This design comes from an exercise in tuning for small area and a short achievable clock period on the open sky130 flow, not from production work. Only simulation tests tie the RTL to the original design; equivalence was not proved.

===== flow/run.sh =====
#!/bin/bash
# synth_recipe.tcl (not shown) runs the flow's synth.tcl, then flattens the netlist and writes it again
# the make line also repeats each setting of config.mk as NAME=value (left out here)
make -C /OpenROAD-flow-scripts/flow DESIGN_CONFIG=/design/flow/config.mk WORK_HOME=/design/flow/orfs CLKGATE_MAP_FILE= SYNTH_SCRIPT=/design/flow/synth_recipe.tcl finish

===== flow/constraint.sdc =====
create_clock -name core_clock -period 13.0 [get_ports {clk}]
set_input_delay 2.6000 -clock core_clock [delete_from_list [all_inputs] [get_ports {clk}]]
set_output_delay 2.6000 -clock core_clock [all_outputs]
set_load 0.01 [all_outputs]

===== flow/design.v =====
module lut (
    input   [7:0] index,
    input         enable,
    output  logic [15:0] value
);
    always_comb begin
        value = 0;
        if(enable == 1) begin
            case (index)
                0: value = 1;
                1: value = 16'h4dbc;
                2: value = 16'h4dbc;
                3: value = 16'h679f;
                4: value = 16'h4db7;
                5: value = 16'h3e2c;
                6: value = 16'h33cf;
                7: value = 16'h2c68;
                8: value = 16'h26db;
                9: value = 16'h228a;
                10: value = 16'h1f16;
                11: value = 16'h1c42;
                12: value = 16'h19e7;
                13: value = 16'h17e9;
                14: value = 16'h1634;
                15: value = 16'h14b9;
                16: value = 16'h136d;
                17: value = 16'h1249;
                18: value = 16'h1145;
                19: value = 16'h105c;
                20: value = 16'h0f8b;
                21: value = 16'h0ecd;
                22: value = 16'h0e21;
                23: value = 16'h0d84;
                24: value = 16'h0cf3;
                25: value = 16'h0c6f;
                26: value = 16'h0bf4;
                27: value = 16'h0b83;
                28: value = 16'h0b1a;
                29: value = 16'h0ab8;
                30: value = 16'h0a5c;
                31: value = 16'h0a07;
                32: value = 16'h09b6;
                33: value = 16'h096b;
                34: value = 16'h0924;
                35: value = 16'h08e1;
                36: value = 16'h08a2;
                37: value = 16'h0866;
                38: value = 16'h082e;
                39: value = 16'h07f8;
                40: value = 16'h07c5;
                41: value = 16'h0795;
                42: value = 16'h0766;
                43: value = 16'h073a;
                44: value = 16'h0710;
                45: value = 16'h06e8;
                46: value = 16'h06c2;
                47: value = 16'h069d;
                48: value = 16'h0679;
                49: value = 16'h0658;
                50: value = 16'h0637;
                51: value = 16'h0618;
                52: value = 16'h05fa;
                53: value = 16'h05dd;
                54: value = 16'h05c1;
                55: value = 16'h05a6;
                56: value = 16'h058d;
                57: value = 16'h0574;
                58: value = 16'h055c;
                59: value = 16'h0544;
                60: value = 16'h052e;
                61: value = 16'h0518;
                62: value = 16'h0503;
                63: value = 16'h04ef;
                64: value = 16'h04db;
                65: value = 16'h04c8;
                66: value = 16'h04b5;
                67: value = 16'h04a3;
                68: value = 16'h0492;
                69: value = 16'h0481;
                70: value = 16'h0470;
                71: value = 16'h0460;
                72: value = 16'h0451;
                73: value = 16'h0442;
                74: value = 16'h0433;
                75: value = 16'h0425;
                76: value = 16'h0417;
                77: value = 16'h0409;
                78: value = 16'h03fc;
                79: value = 16'h03ef;
                80: value = 16'h03e2;
                81: value = 16'h03d6;
                82: value = 16'h03ca;
                83: value = 16'h03be;
                84: value = 16'h03b3;
                85: value = 16'h03a8;
                86: value = 16'h039d;
                87: value = 16'h0392;
                88: value = 16'h0388;
                89: value = 16'h037e;
                90: value = 16'h0374;
                91: value = 16'h036a;
                92: value = 16'h0361;
                93: value = 16'h0357;
                94: value = 16'h034e;
                95: value = 16'h0345;
                96: value = 16'h033c;
                97: value = 16'h0334;
                98: value = 16'h032c;
                99: value = 16'h0323;
                100: value = 16'h031b;
                101: value = 16'h0313;
                102: value = 16'h030c;
                103: value = 16'h0304;
                104: value = 16'h02fd;
                105: value = 16'h02f5;
                106: value = 16'h02ee;
                107: value = 16'h02e7;
                108: value = 16'h02e0;
                109: value = 16'h02da;
                110: value = 16'h02d3;
                111: value = 16'h02cc;
                112: value = 16'h02c6;
                113: value = 16'h02c0;
                114: value = 16'h02ba;
                115: value = 16'h02b4;
                116: value = 16'h02ae;
                117: value = 16'h02a8;
                118: value = 16'h02a2;
                119: value = 16'h029c;
                120: value = 16'h0297;
                121: value = 16'h0291;
                122: value = 16'h028c;
                123: value = 16'h0287;
                124: value = 16'h0281;
                125: value = 16'h027c;
                126: value = 16'h0277;
                127: value = 16'h0272;
                128: value = 16'h026d;
                129: value = 16'h0268;
                130: value = 16'h0264;
                131: value = 16'h025f;
                132: value = 16'h025a;
                133: value = 16'h0256;
                134: value = 16'h0251;
                135: value = 16'h024d;
                136: value = 16'h0249;
                137: value = 16'h0244;
                138: value = 16'h0240;
                139: value = 16'h023c;
                140: value = 16'h0238;
                141: value = 16'h0234;
                142: value = 16'h0230;
                143: value = 16'h022c;
                144: value = 16'h0228;
                145: value = 16'h0224;
                146: value = 16'h0221;
                147: value = 16'h021d;
                148: value = 16'h0219;
                149: value = 16'h0216;
                150: value = 16'h0212;
                151: value = 16'h020f;
                152: value = 16'h020b;
                153: value = 16'h0208;
                154: value = 16'h0204;
                155: value = 16'h0201;
                156: value = 16'h01fe;
                157: value = 16'h01fa;
                158: value = 16'h01f7;
                159: value = 16'h01f4;
                160: value = 16'h01f1;
                161: value = 16'h01ee;
                162: value = 16'h01eb;
                163: value = 16'h01e8;
                164: value = 16'h01e5;
                165: value = 16'h01e2;
                166: value = 16'h01df;
                167: value = 16'h01dc;
                168: value = 16'h01d9;
                169: value = 16'h01d6;
                170: value = 16'h01d4;
                171: value = 16'h01d1;
                172: value = 16'h01ce;
                173: value = 16'h01cc;
                174: value = 16'h01c9;
                175: value = 16'h01c6;
                176: value = 16'h01c4;
                177: value = 16'h01c1;
                178: value = 16'h01bf;
                179: value = 16'h01bc;
                180: value = 16'h01ba;
                181: value = 16'h01b7;
                182: value = 16'h01b5;
                183: value = 16'h01b2;
                184: value = 16'h01b0;
                185: value = 16'h01ae;
                186: value = 16'h01ab;
                187: value = 16'h01a9;
                188: value = 16'h01a7;
                189: value = 16'h01a5;
                190: value = 16'h01a2;
                191: value = 16'h01a0;
                192: value = 16'h019e;
                193: value = 16'h019c;
                194: value = 16'h019a;
                195: value = 16'h0198;
                196: value = 16'h0196;
                197: value = 16'h0193;
                198: value = 16'h0191;
                199: value = 16'h018f;
                200: value = 16'h018d;
                201: value = 16'h018b;
                202: value = 16'h0189;
                203: value = 16'h0188;
                204: value = 16'h0186;
                205: value = 16'h0184;
                206: value = 16'h0182;
                207: value = 16'h0180;
                208: value = 16'h017e;
                209: value = 16'h017c;
                210: value = 16'h017a;
                211: value = 16'h0179;
                212: value = 16'h0177;
                213: value = 16'h0175;
                214: value = 16'h0173;
                215: value = 16'h0172;
                216: value = 16'h0170;
                217: value = 16'h016e;
                218: value = 16'h016d;
                219: value = 16'h016b;
                220: value = 16'h0169;
                221: value = 16'h0168;
                222: value = 16'h0166;
                223: value = 16'h0164;
                224: value = 16'h0163;
                225: value = 16'h0161;
                226: value = 16'h0160;
                227: value = 16'h015e;
                228: value = 16'h015d;
                229: value = 16'h015b;
                230: value = 16'h015a;
                231: value = 16'h0158;
                232: value = 16'h0157;
                233: value = 16'h0155;
                234: value = 16'h0154;
                235: value = 16'h0152;
                236: value = 16'h0151;
                237: value = 16'h014f;
                238: value = 16'h014e;
                239: value = 16'h014c;
                240: value = 16'h014b;
                241: value = 16'h014a;
                242: value = 16'h0148;
                243: value = 16'h0147;
                244: value = 16'h0146;
                245: value = 16'h0144;
                246: value = 16'h0143;
                247: value = 16'h0142;
                248: value = 16'h0140;
                249: value = 16'h013f;
                250: value = 16'h013e;
                251: value = 16'h013d;
                252: value = 16'h013b;
                253: value = 16'h013a;
                254: value = 16'h0139;
                255: value = 16'h0138;
            endcase
        end
    end
endmodule
module cordic # (parameter DATA_WIDTH = 16) (
    input                       clk,
    input                       rst_n,
    input                       start,
    input  [2:0]                mode,
    input  [3:0]                shift,
    input  [DATA_WIDTH*2 - 1 : 0] opa,
    input  [DATA_WIDTH*2 - 1 : 0] opb,
    output logic [DATA_WIDTH*2 - 1 : 0] data_o
);
    localparam [15:0] SCL = 16'sh4dbc;
    logic [DATA_WIDTH-1:0] opa_r, opa_i, opb_r, opb_i, out_r, out_i;
    assign opa_r = opa[DATA_WIDTH*2-1:DATA_WIDTH];
    assign opa_i = opa[DATA_WIDTH-1:0];
    assign opb_r = opb[DATA_WIDTH*2-1:DATA_WIDTH];
    assign opb_i = opb[DATA_WIDTH-1:0];
    assign data_o = {out_r,out_i};
    logic  start1;
    logic  [2:0] mode1;
    always_ff @ (posedge clk or negedge rst_n) begin
        if (rst_n == 0) begin
            start1 <= '0;
        end
        else begin
            start1 <= start;
        end
    end
    always_ff @ (posedge clk or negedge rst_n) begin
        if (rst_n == 0) begin
            mode1 <= '0;
        end
        else if (start) begin
            mode1 <= mode;
        end
    end
    logic signed  [DATA_WIDTH - 1 : 0] real_opa_r;
    logic signed  [DATA_WIDTH - 1 : 0] real_opa_i;
    logic signed  [DATA_WIDTH - 1 : 0] real_opb_r;
    logic signed  [DATA_WIDTH - 1 : 0] real_opb_i;
    assign real_opa_r = (start == 1)? opa_r : '0;
    assign real_opa_i = (start == 1)? opa_i : '0;
    assign real_opb_r = (start == 1)? opb_r : '0;
    assign real_opb_i = (start == 1)? opb_i : '0;
    logic [3:0] shiftd;
    logic signed [DATA_WIDTH + 2 : 0] xs, ys;
    logic signed [DATA_WIDTH - 1 : 0] zs;
    logic signed [DATA_WIDTH/2 - 1 : 0] ws;
    logic signed [DATA_WIDTH + 2 : 0] x0, y0;
    logic signed [DATA_WIDTH - 1 : 0] z0;
    logic signed [DATA_WIDTH/2 - 1 : 0] w0;
    logic pre_shift, x_small, y_small, w_small;
    assign x_small = real_opa_r[DATA_WIDTH-1:8] == '1 || real_opa_r[DATA_WIDTH-1:8] == 0;
    assign y_small = real_opa_i[DATA_WIDTH-1:8] == '1 || real_opa_i[DATA_WIDTH-1:8] == 0;
    assign w_small = real_opb_r[DATA_WIDTH-1:8] == '1 || real_opb_r[DATA_WIDTH-1:8] == 0;
    assign pre_shift = x_small && y_small;
    always_comb begin
        xs = 0;
        ys = 0;
        ws = 0;
        if (pre_shift == 1) begin
            xs = {real_opa_r[DATA_WIDTH-1], real_opa_r[DATA_WIDTH-1], real_opa_r[DATA_WIDTH-1], real_opa_r[7:0], 8'b0};
            ys = {real_opa_i[DATA_WIDTH-1], real_opa_i[DATA_WIDTH-1], real_opa_i[DATA_WIDTH-1], real_opa_i[7:0], 8'b0};
        end
        else begin
            xs = {real_opa_r[DATA_WIDTH-1], real_opa_r[DATA_WIDTH-1], real_opa_r[DATA_WIDTH-1], real_opa_r};
            ys = {real_opa_i[DATA_WIDTH-1], real_opa_i[DATA_WIDTH-1], real_opa_i[DATA_WIDTH-1], real_opa_i};
        end
        if (w_small == 1) begin
            ws = real_opb_r [DATA_WIDTH/2 - 1 : 0];
        end
        else begin
            ws = real_opb_r [DATA_WIDTH - 1 : DATA_WIDTH/2];
        end
    end
    assign zs = (mode[2] == 1)? (~real_opb_i + 1) : real_opb_r;
    logic  vectoring;
    assign vectoring = (mode[2] == 0 && mode [1:0] != 0);
    assign w0 = ws;
    always_comb begin
       x0 = 0;
       y0 = 0;
       z0 = 0;
       if (vectoring == 1) begin
          case ({ys[DATA_WIDTH+2], xs[DATA_WIDTH+2]})
             2'b00: begin
                x0 = xs;
                y0 = ys;
                z0 = {2'b00, zs[DATA_WIDTH - 3 : 0]};
             end
             2'b01: begin
                x0 = ys;
                y0 = ~xs + 1;
                z0 = {2'b01, zs[DATA_WIDTH - 3 : 0]};
             end
             2'b10: begin
                x0 = ~xs+1;
                y0 = ~ys+1;
                z0 = {2'b10, zs[DATA_WIDTH - 3 : 0]};
             end
             2'b11: begin
                x0 = ~ys + 1;
                y0 = xs;
                z0 = {2'b11, zs[DATA_WIDTH - 3 : 0]};
             end
          endcase
       end
       else begin
          z0 = {2'b00, zs[DATA_WIDTH-3:0]};
          case (zs[DATA_WIDTH-1 : DATA_WIDTH-2])
              2'b00: begin
                 x0 = xs;
                 y0 = ys;
              end
              2'b01: begin
                 x0 = ~ys + 1;
                 y0 = xs;
              end
              2'b10: begin
                 x0 = ~xs + 1;
                 y0 = ~ys + 1;
              end
              2'b11: begin
                 x0 = ys;
                 y0 = ~xs + 1;
              end
          endcase
       end
    end
    logic signed [DATA_WIDTH + 2 : 0] x1, y1;
    logic signed [DATA_WIDTH - 1 : 0] z1;
    logic signed [DATA_WIDTH/2 - 1 : 0] w1;
    logic pre_shiftd, wsmalld;
    logic wactivate;
    always_ff @ (posedge clk or negedge rst_n) begin
       if (rst_n == 0) begin
          x1 <= '0;
          y1 <= '0;
          z1 <= '0;
          w1 <= '0;
          pre_shiftd <= '0;
          wsmalld <= '0;
          shiftd <= '0;
          wactivate <= '0;
       end
       else if (start ==1) begin
          x1 <= x0;
          y1 <= y0;
          z1 <= z0;
          w1 <= w0;
          pre_shiftd <= pre_shift;
          wsmalld <= w_small;
          shiftd <= shift;
          wactivate <= mode[2];
       end
    end
    logic signed [5:0][DATA_WIDTH + 2 : 0] x_pipe, y_pipe;
    logic signed [5:0][DATA_WIDTH - 1 : 0] z_pipe;
    logic [5:0] preshift_pipe;
    logic [5:0] [2:0] mode_pipe;
    assign x_pipe[0] = x1;
    assign y_pipe[0] = y1;
    assign z_pipe[0] = z1;
    assign mode_pipe[0] = mode1;
    assign preshift_pipe [0] = pre_shiftd;
    genvar i;
    generate
        for (i = 0; i < 5; i = i + 1) begin
            corker #(.DATA_WIDTH(DATA_WIDTH), .ITER(i)) ck (
                .clk(clk),
                .rst_n(rst_n),
                .start(start),
                .mode (mode_pipe[i]),
                .moded (mode_pipe[i+1]),
                .preshift (preshift_pipe[i]),
                .preshiftd (preshift_pipe[i+1]),
                .x (x_pipe[i]),
                .y (y_pipe[i]),
                .z (z_pipe[i]),
                .x_new (x_pipe[i+1]),
                .y_new (y_pipe[i+1]),
                .z_new (z_pipe[i+1])
            );
        end
    endgenerate
    logic [DATA_WIDTH - 1 : 0] mult_value;
    logic [5:0] final_shift;
    reciprocal r1 (
        .*,
        .shift(shiftd)
    );
    logic signed [DATA_WIDTH - 1 : 0]  final_mult;
    logic [5:0]  shift_amount;
    assign final_mult = (mode_pipe[5][2]) ? mult_value : $signed(SCL);
    assign shift_amount  = (mode_pipe[5][2]) ? final_shift : ((preshift_pipe[5])? 23 : 15);
    logic signed [2*DATA_WIDTH + 2 : 0] m_result0_pre, m_result1_pre;
    logic signed [2*DATA_WIDTH + 2 : 0] m_result0_sat, m_result1_sat;
    logic signed [DATA_WIDTH - 1 : 0] m_result0, m_result1;
    assign m_result0_pre = final_mult * $signed(x_pipe[5]);
    assign m_result1_pre = final_mult * $signed(y_pipe[5]);
    assign m_result0_sat = m_result0_pre >>> shift_amount;
    assign m_result1_sat = m_result1_pre >>> shift_amount;
    logic [DATA_WIDTH - 1 : 0] pos_ext, neg_ext;
    assign pos_ext = {1'b0, {(DATA_WIDTH-1){1'b1}}};
    assign neg_ext = {1'b1, {(DATA_WIDTH-1){1'b0}}};
    always_comb begin
        m_result0 = '0;
        if (m_result0_sat[2*DATA_WIDTH + 2] == 0) begin
            if (m_result0_sat[2*DATA_WIDTH + 2 : DATA_WIDTH - 1] == 0) m_result0 = m_result0_sat [DATA_WIDTH - 1 : 0];
            else m_result0 = pos_ext;
        end
        else begin
            if (m_result0_sat[2*DATA_WIDTH + 2 : DATA_WIDTH - 1] == '1) m_result0 = m_result0_sat [DATA_WIDTH - 1 : 0];
            else m_result0 = neg_ext;
        end
    end
    always_comb begin
        m_result1 = '0;
        if (m_result1_sat[2*DATA_WIDTH + 2] == 0) begin
            if (m_result1_sat[2*DATA_WIDTH + 2 : DATA_WIDTH - 1] == 0) m_result1 = m_result1_sat [DATA_WIDTH - 1 : 0];
            else m_result1 = pos_ext;
        end
        else begin
            if (m_result1_sat[2*DATA_WIDTH + 2 : DATA_WIDTH - 1] == '1) m_result1 = m_result1_sat [DATA_WIDTH - 1 : 0];
            else m_result1 = neg_ext;
        end
    end
    logic [DATA_WIDTH - 1 : 0] out_r_pre, out_i_pre;
    always_comb begin
        out_r_pre = '0;
        out_i_pre = '0;
        if (mode_pipe[5][2] == 1 || mode_pipe[5][1:0] == 0) begin
            out_r_pre = m_result0;
            out_i_pre = m_result1;
        end
        else if (mode_pipe[5][1:0] == 1) begin
            out_r_pre = z_pipe[5];
            out_i_pre = '0;
        end
        else if (mode_pipe[5][1:0] == 2) begin
            out_r_pre = m_result0;
            out_i_pre = '0;
        end
        else if (mode_pipe[5][1:0] == 3) begin
            out_r_pre = m_result0;
            out_i_pre = z_pipe[5];
        end
    end
    assign out_r = out_r_pre;
    assign out_i = out_i_pre;
endmodule
module reciprocal #(parameter DATA_WIDTH = 8) (
    input               clk,
    input               rst_n,
    input  [DATA_WIDTH - 1 : 0] w1,
    input               pre_shiftd,   
    input               wsmalld,      
    input               wactivate,
    input               start,
    input  [3:0]        shift,
    output logic  [2*DATA_WIDTH - 1 : 0] mult_value,
    output logic  [5:0]     final_shift
);
    logic [2*DATA_WIDTH - 1 : 0] lut_value0, lut_value1;
    logic [5:0] constant_shift, shift0, shift1;
    lut l1 (.index(w1), .enable(wactivate), .value(lut_value0));
    assign shift0 = constant_shift - shift;
    always_comb begin
       constant_shift = '0;
       if (w1 == 1) begin
       constant_shift = 15;
       case ({pre_shiftd, wsmalld})
           2'b10: constant_shift = 31;
           2'b00: constant_shift = 23;
           2'b11: constant_shift = 23;
           default: begin
           end
       endcase
       end
       else if (w1 == 2) begin
       constant_shift = 16;
       case ({pre_shiftd, wsmalld})
           2'b10: constant_shift = 32;
           2'b00: constant_shift = 24;
           2'b11: constant_shift = 24;
           default: begin
           end
       endcase
       end
       else begin
       constant_shift = 17;
       case ({pre_shiftd, wsmalld})
           2'b10: constant_shift = 33;
           2'b00: constant_shift = 25;
           2'b11: constant_shift = 25;
           default: begin
           end
       endcase
       end
    end
    logic start0, start1, start2, start3, start4;
    assign start0 = wactivate;
    always_ff @ (posedge clk or negedge rst_n) begin
       if (rst_n == 0) begin
          start1 <= '0;
          start2 <= '0;
          start3 <= '0;
          start4 <= '0;
       end
       else if (start) begin
          start1 <= start0;
          start2 <= start1;
          start3 <= start2;
          start4 <= start3;
       end
    end
    always_ff @(posedge clk or negedge rst_n) begin
       if (rst_n == 0) begin
          lut_value1 <= '0;
          shift1 <= '0;
       end
       else if (start && start0) begin
          lut_value1 <= lut_value0;
          shift1 <= shift0;
       end
    end
    logic [2*DATA_WIDTH - 1 : 0] lut_value2, lut_value3, lut_value4, lut_value2_pre;
    logic [5:0] shift2, shift3, shift4;
    assign lut_value2_pre = lut_value1;
    always_ff @ (posedge clk or negedge rst_n) begin
       if (rst_n == 0) begin
          lut_value2 <= '0;
          shift2 <= '0;
       end
       else if (start && start1) begin
          lut_value2 <= lut_value2_pre;
          shift2 <= shift1;
       end
    end
    always_ff @ (posedge clk or negedge rst_n) begin
       if (rst_n == 0) begin
          lut_value3 <= '0;
          shift3 <= '0;
       end
       else if (start && start2) begin
          lut_value3 <= lut_value2;
          shift3 <= shift2;
       end
    end
    always_ff @ (posedge clk or negedge rst_n) begin
       if (rst_n == 0) begin
          lut_value4 <= '0;
          shift4 <= '0;
       end
       else if (start && start3) begin
          lut_value4 <= lut_value3;
          shift4 <= shift3;
       end
    end
    always_ff @ (posedge clk or negedge rst_n) begin
       if (rst_n == 0) begin
          mult_value <= '0;
          final_shift <= '0;
       end
       else if (start && start4) begin
          mult_value <= lut_value4;
          final_shift <= shift4;
       end
    end
endmodule
module corker #(parameter DATA_WIDTH = 16, ITER = 0) (
    input   clk,
    input   rst_n,
    input   preshift,
    output logic preshiftd,
    input  [2:0] mode,
    input start,
    output logic [2:0] moded,
    input signed [DATA_WIDTH + 2 : 0] x,
    input signed [DATA_WIDTH + 2 : 0] y,
    input signed [DATA_WIDTH - 1 : 0] z,
    output logic signed [DATA_WIDTH + 2 : 0] x_new,
    output logic signed [DATA_WIDTH + 2 : 0] y_new,
    output logic signed [DATA_WIDTH - 1 : 0] z_new
);
    localparam [159:0] NEW_ATAN = {
        16'd0020,
        16'd0040,
        16'd0081,
        16'd0162,
        16'd0325,
        16'd0651,
        16'd1297,
        16'd2555,
        16'd4836,
        16'd8192
    };
    logic signed [DATA_WIDTH + 2 : 0] ximm1, yimm1, ximm2, yimm2;
    logic signed [DATA_WIDTH - 1 : 0] zimm1, zimm2;
    logic vectoring;
    assign vectoring = mode [2] == 0 && mode[1:0] != 0;
    always_comb begin
        ximm1 = 0;
        yimm1 = 0;
        zimm1 = 0;
        ximm2 = 0;
        yimm2 = 0;
        zimm2 = 0;
        if (start == 1 && vectoring == 1) begin
            if (y[DATA_WIDTH + 2] == 1) begin
                ximm1 = x - $signed(y >>> 2*ITER);
                yimm1 = y + $signed(x >>> 2*ITER);
                zimm1 = z - $signed(NEW_ATAN[16*(2*ITER) +: 16]);
            end
            else begin
                ximm1 = x + $signed(y >>> 2*ITER);
                yimm1 = y - $signed(x >>> 2*ITER);
                zimm1 = z + $signed(NEW_ATAN[16*(2*ITER) +: 16]);
            end
            if (yimm1[DATA_WIDTH + 2] == 1) begin
                ximm2 = ximm1 - $signed(yimm1 >>> (2*ITER+1));
                yimm2 = yimm1 + $signed(ximm1 >>> (2*ITER+1));
                zimm2 = zimm1 - $signed(NEW_ATAN[16*(2*ITER+1) +: 16]);
            end
            else begin
                ximm2 = ximm1 + $signed(yimm1 >>> (2*ITER+1));
                yimm2 = yimm1 - $signed(ximm1 >>> (2*ITER+1));
                zimm2 = zimm1 + $signed(NEW_ATAN[16*(2*ITER+1) +: 16]);
            end
        end
        else if (start == 1) begin
            if (z[DATA_WIDTH - 1] == 1) begin
                ximm1 = x + $signed(y >>> 2*ITER);
                yimm1 = y - $signed(x >>> 2*ITER);
                zimm1 = z + $signed(NEW_ATAN[16*(2*ITER) +: 16]);
            end
            else begin
                ximm1 = x - $signed(y >>> 2*ITER);
                yimm1 = y + $signed(x >>> 2*ITER);
                zimm1 = z - $signed(NEW_ATAN[16*(2*ITER) +: 16]);
            end
            if (zimm1[DATA_WIDTH - 1] == 1) begin
                ximm2 = ximm1 + $signed(yimm1 >>> (2*ITER+1));
                yimm2 = yimm1 - $signed(ximm1 >>> (2*ITER+1));
                zimm2 = zimm1 + $signed(NEW_ATAN[16*(2*ITER+1) +: 16]);
            end
            else begin
                ximm2 = ximm1 - $signed(yimm1 >>> (2*ITER+1));
                yimm2 = yimm1 + $signed(ximm1 >>> (2*ITER+1));
                zimm2 = zimm1 - $signed(NEW_ATAN[16*(2*ITER+1) +: 16]);
            end
        end
    end
    always_ff @ (posedge clk or negedge rst_n) begin
        if (rst_n == 0) begin
            moded <= '0;
            x_new <= '0;
            y_new <= '0;
            z_new <= '0;
            preshiftd <= '0;
        end
        else if (start == 1) begin
            moded <= mode;
            x_new <= ximm2;
            y_new <= yimm2;
            z_new <= zimm2;
            preshiftd <= preshift;
        end
    end
endmodule

===== flow/config.mk =====
export PLATFORM = sky130hd
export DESIGN_NAME = cordic
export DESIGN_NICKNAME = cordic
export VERILOG_FILES = /design/flow/design.v
export SDC_FILE = /design/flow/constraint.sdc
export NUM_CORES = 4
export LEC_CHECK = 0
export CAP_MARGIN = 20
export CORE_MARGIN = 2
export CORE_UTILIZATION = 40
export PLACE_DENSITY = 0.6
export SLEW_MARGIN = 20

==> metrics list <==
- Status: finished clean
* Post-synthesis share of cell area spent on and, or, nand and nor gates: between 10% and 20%
- Highest fanout seen on the critical path: 25
- Final Net Count: 15.0k
* Die width: 511 µm
- Mapped cell area: 103000 µm²
- Clock-pin slew was measured on the worst setup and hold paths at 0.06 ns.
- Counting every net in the synthesized netlist gives 15.4k.
- Type of element capturing the critical path: primary output
* Layout cell share with drive strength beyond 1: under 10%
- After routing the design area is roughly 110000 µm².
- Reg-to-reg startpoint: genblk1[0].ck.x_new[2]
- Yosys mapped the design onto 119 distinct sky130hd cell types.
- Number of hold violations in the final report: 0
- The total area inside the core boundary comes to around 260000 µm².
- Total gr overflow: 0
* Post-synth top area cell: sky130_fd_sc_hd__ha_1
* Via/cell ratio: 5.78
* Placer congestion estimate: 0.980
- Worst slew pin tran: 1.17 ns
- Counting the buffers created by CTS gives 67.
* Detailed-route DRC error count: 0
- In the layout the commonest cells are sky130_fd_sc_hd__inv_1 (1332), sky130_fd_sc_hd__nand2_1 (1203), sky130_fd_sc_hd__nor2_1 (1142).
* Maximum clock rate: 0.0786 GHz
- In this run, post-CTS hold repair placed 0 buffers.
* Most repeated library cell on the critical path: sky130_fd_sc_hd__fa_1
- On the worst path, the slowest cell contributes a delay of 0.56 ns.
- Fraction of the core area covered by cells at the end of the flow: ~43%
- Critical path class: register to primary output
- Max-slew headroom at the worst pin: 21.2%
* Number of warnings issued by yosys: 8
* Slack of the critical path: 0.275 ns
- For this run, asynchronously set or reset flops after synthesis account for 100%.
* Final-report max-slew violation count: 0
- Counting flops and latches in the post-synthesis netlist gives 466.
- For this block, the routed nets add up to roughly 350000 µm of wire.
- Summing the sequential cell areas from Yosys gives 11.3% of the chip area.
* Post-DP Area: 107000 µm²
- Fraction of post-synthesis cell area in the top cell type by area: 12.9%
* Total number of vias: 96.5k
* Largest cells by area after synthesis: sky130_fd_sc_hd__ha_1 (13%), sky130_fd_sc_hd__fa_1 (12%), sky130_fd_sc_hd__dfrtp_1 (11%), sky130_fd_sc_hd__xnor2_1 (7.3%), sky130_fd_sc_hd__a21oi_1 (5.3%)
* Number of synthesized flops with an enable pin: 0
* Startpoint kind of the worst setup timing path: register
- CTS saw 466 sinks.
* Worst setup skew after layout: 0.0328 ns
* Crit path from: genblk1[4].ck.moded[2]
- Measured along the y axis, the die boundary spans 511 µm.
- The tool flagged a number of max-cap violations equal to 0.
- Share of the clock period used by the worst path: 97.9%
- Gate count after technology mapping: 13.6k
* Clk buf depth: 3
* Post-synthesis compound-gate area fraction: 22.1%
* Area share of xor/xnor cells in the synthesized design: 10.2%
- Among all flip-flop cells after synthesis, the most frequent one is sky130_fd_sc_hd__dfrtp_1.
* Number of H-tree levels: 3
* Maximum number of pins on one net before global-route repair: 140
- Setup slack, reg-to-reg: 4.48 ns
- Worst path required time: about 10 ns
* Commonest non-fill, non-tap cell in the layout: sky130_fd_sc_hd__inv_1
- After synthesis, the share of cell area in mux cells is between 4 and 5%.
- Root cell of the clock tree: sky130_fd_sc_hd__clkbuf_16
- The first global-routing pass estimated 542000 µm of wire.
- Data arrives at the worst endpoint at 10.12 ns.
* Number of iterations in the first detailed-routing pass: 6
- The endpoint identified for the worst register-to-register timing path is genblk1[1].ck.y_new[17].
* HP Class: register to register
- Worst setup path end: data_o[22]
- Buffers placed on the I/O ports in this run total 105.
- The die covers 261000 µm².
- Dominant combinational cell family by area after synthesis: adder cells
* Via count of the first global-routing pass: just over 90k
- The HPWL after detailed placement is 277000 µm.
* Standard-cell row count: 186
- After layout, the minimum clock period comes to between 10 and 15 ns.
* Antenna-violating nets left: 0
- Compared with the post-synthesis result, the final layout area differs by 6.90%.
- The initial antenna violation count is 4.
- Global-route usage over all layers: 25.9%
- WL per Instance: 20.9 µm
* Count of endpoints failing setup in the final report: 0
- Synthesized-area fraction occupied by adder cells: 25.0%
- Initial DRC count: between 8k and 9k
* Clock tree from TritonCTS: built
- Each instance of the synthesized netlist takes up on average between 7 and 8 µm².
- Effective utilization at floorplan: 40.2%
- For the worst-skew pair, the clock arrives at the later sink with an insertion delay of 0.73 ns.
- Pin placement for this block handled 106 I/O pins.
- Fill count: roughly 26k
- Counting cells, the worst reg-to-reg path comes to 31.
- OpenSTA, run right after detailed placement, puts the worst setup slack at 0.531 ns.
- For this design, the slowest cell found on the critical path is sky130_fd_sc_hd__dfrtp_4.
-- Yosys cell counts, drive strengths merged (48+ instances only) --
| master | number |
|---|---|
| inv | 1334 |
| nand2 | 1204 |
| nor2 | 1149 |
| a21oi | 1099 |
| ha | 1064 |
| o21ai | 926 |
| xnor2 | 859 |
| fa | 620 |
| clkbuf | 612 |
| dfrtp | 466 |
| nor3 | 358 |
| xor2 | 321 |
| mux2i | 268 |
| and2 | 242 |
| nand3 | 232 |
| and3 | 221 |
| a21o | 196 |
| mux2 | 184 |
| a211oi | 171 |
| o211ai | 160 |
| a31oi | 151 |
| or3 | 141 |
| nand2b | 134 |
| nor2b | 132 |
| buf | 130 |
| o21a | 113 |
| o21bai | 93 |
| o31ai | 77 |
| nor4 | 73 |
| a21boi | 65 |
| or2 | 63 |
| nand4 | 58 |
| o221ai | 48 |
-- kinds of logic (layout without fill, tap and decap cells) --
family / after synthesis / count (layout)
AND/OR/NAND/NOR: 4126 / 4127
AO/OA/AOI/OAI: 3611 / 3612
buffers and inverters: 2088 / 1788
adder cells (fa/ha/maj): 1684 / 1684
XOR/XNOR: 1186 / 1186
flip-flops: 466 / 466
multiplexers: 459 / 459
other: 0 / 2
-- per-stage QoR --
stage,std cells,hold slack (ns),setup TNS [ns]
floorplan,13620,0.435,0
finish,16708,0.478,0
detailed placement,16569,0.463,0
CTS,16692,0.476,0
global route,16706,0.503,-0.476
global placement,16569,0.453,0
-- how the worst min path moves through the flow --
stage                           startpoint               end  slack [ns]  cells after the start
after floorplan           r1.lut_value1[8]  r1.lut_value1[8]        0.43                      2
after global placement    r1.lut_value1[8]  r1.lut_value1[8]        0.45                      2
after detailed placement  r1.lut_value1[8]  r1.lut_value1[8]        0.46                      2
after CTS                 r1.lut_value1[8]  r1.lut_value1[8]        0.48                      2
after global routing      r1.lut_value1[0]  r1.lut_value1[0]        0.50                      2
final                     r1.lut_value1[8]  r1.lut_value1[8]        0.48                      2
-- area by class of cell --
class	instances	area (µm²)	area share [%]
antenna	2	5.00	0.00455
clock buffer	84	1840	1.67
clock inverter	38	553	0.503
inverter	1346	5050	4.60
multi-input combinational	11068	83800	76.2
sequential	466	11700	10.6
tap	3384	4230	3.85
timing repair buffer	320	2800	2.54
-- metal layers --
metal,GRT usage [%],share of wire [%],vias to the layer above
met5,0,0.011,-
met4,11.3,4.9,6
met3,3.13,6.1,654
met2,42.8,46,3231
met1,33.9,43,46179
li1,-,-,46430
-- critical path: cells and delay by family (launching register included) --
| family | cells | cell delay, ns |
|---|---|---|
| AO/OA/AOI/OAI | 6 | 1.66 |
| XOR/XNOR | 1 | 0.11 |
| adder cells (fa/ha/maj) | 7 | 3.33 |
| buffers and inverters | 10 | 1.81 |
| flip-flops | 1 | 0.56 |
| multiplexers | 1 | 0.52 |
| AND/OR/NAND/NOR | 5 | 1.32 |
-- sequential cells by signal (all words and copies together), names as in the netlist, 4 cells and up --
name	cells
z1	16
r1.lut_value1	15
w1	8
r1.shift4	6
genblk1.ck.y_new	95
r1.lut_value4	15
r1.shift2	6
r1.lut_value2	15
genblk1.ck.z_new	80
shiftd	4
r1.shift1	6
r1.mult_value	15
genblk1.ck.x_new	95
y1	19
x1	19
r1.shift3	6
genblk1.ck.moded	12
r1.lut_value3	15
r1.final_shift	6
genblk1.ck.preshiftd	5
-- what timing repair did --
action,4_1_cts,5_1_grt
pin swaps,0,9
endpoints found under the setup margin,30,30
buffers inserted,1,11
cloned,0,3
gates resized for setup,8,66
hold endpoints to repair,0,0

## port drivers added, routing unchanged
In the flow no input, the clock included, has a driving cell. The finished layout below was timed again as built, in two steps.
Step 1 sets driving cells, clkbuf_16 on the clock port and buf_2 on the other inputs (assumed; they add their load-dependent delay and slew).
Step 2, shift: input delay + t, output delay - t, t = (earliest + latest rising clock arrival at the registers) / 2. This alone moves slack from input paths to output paths.
a / b / c = no drivers / after step 1 / after step 2; a / b = the first two.
t, ns: 0.786
slack for setup (ns): 0.275 / 0.201 / 0.988
clock arrival spread, ns: 0.039 / 0.039
After both steps setup and hold are still met in this run. For this run, drivers alone change the setup slack by -0.074 ns; drivers and shift together by +0.713 ns.
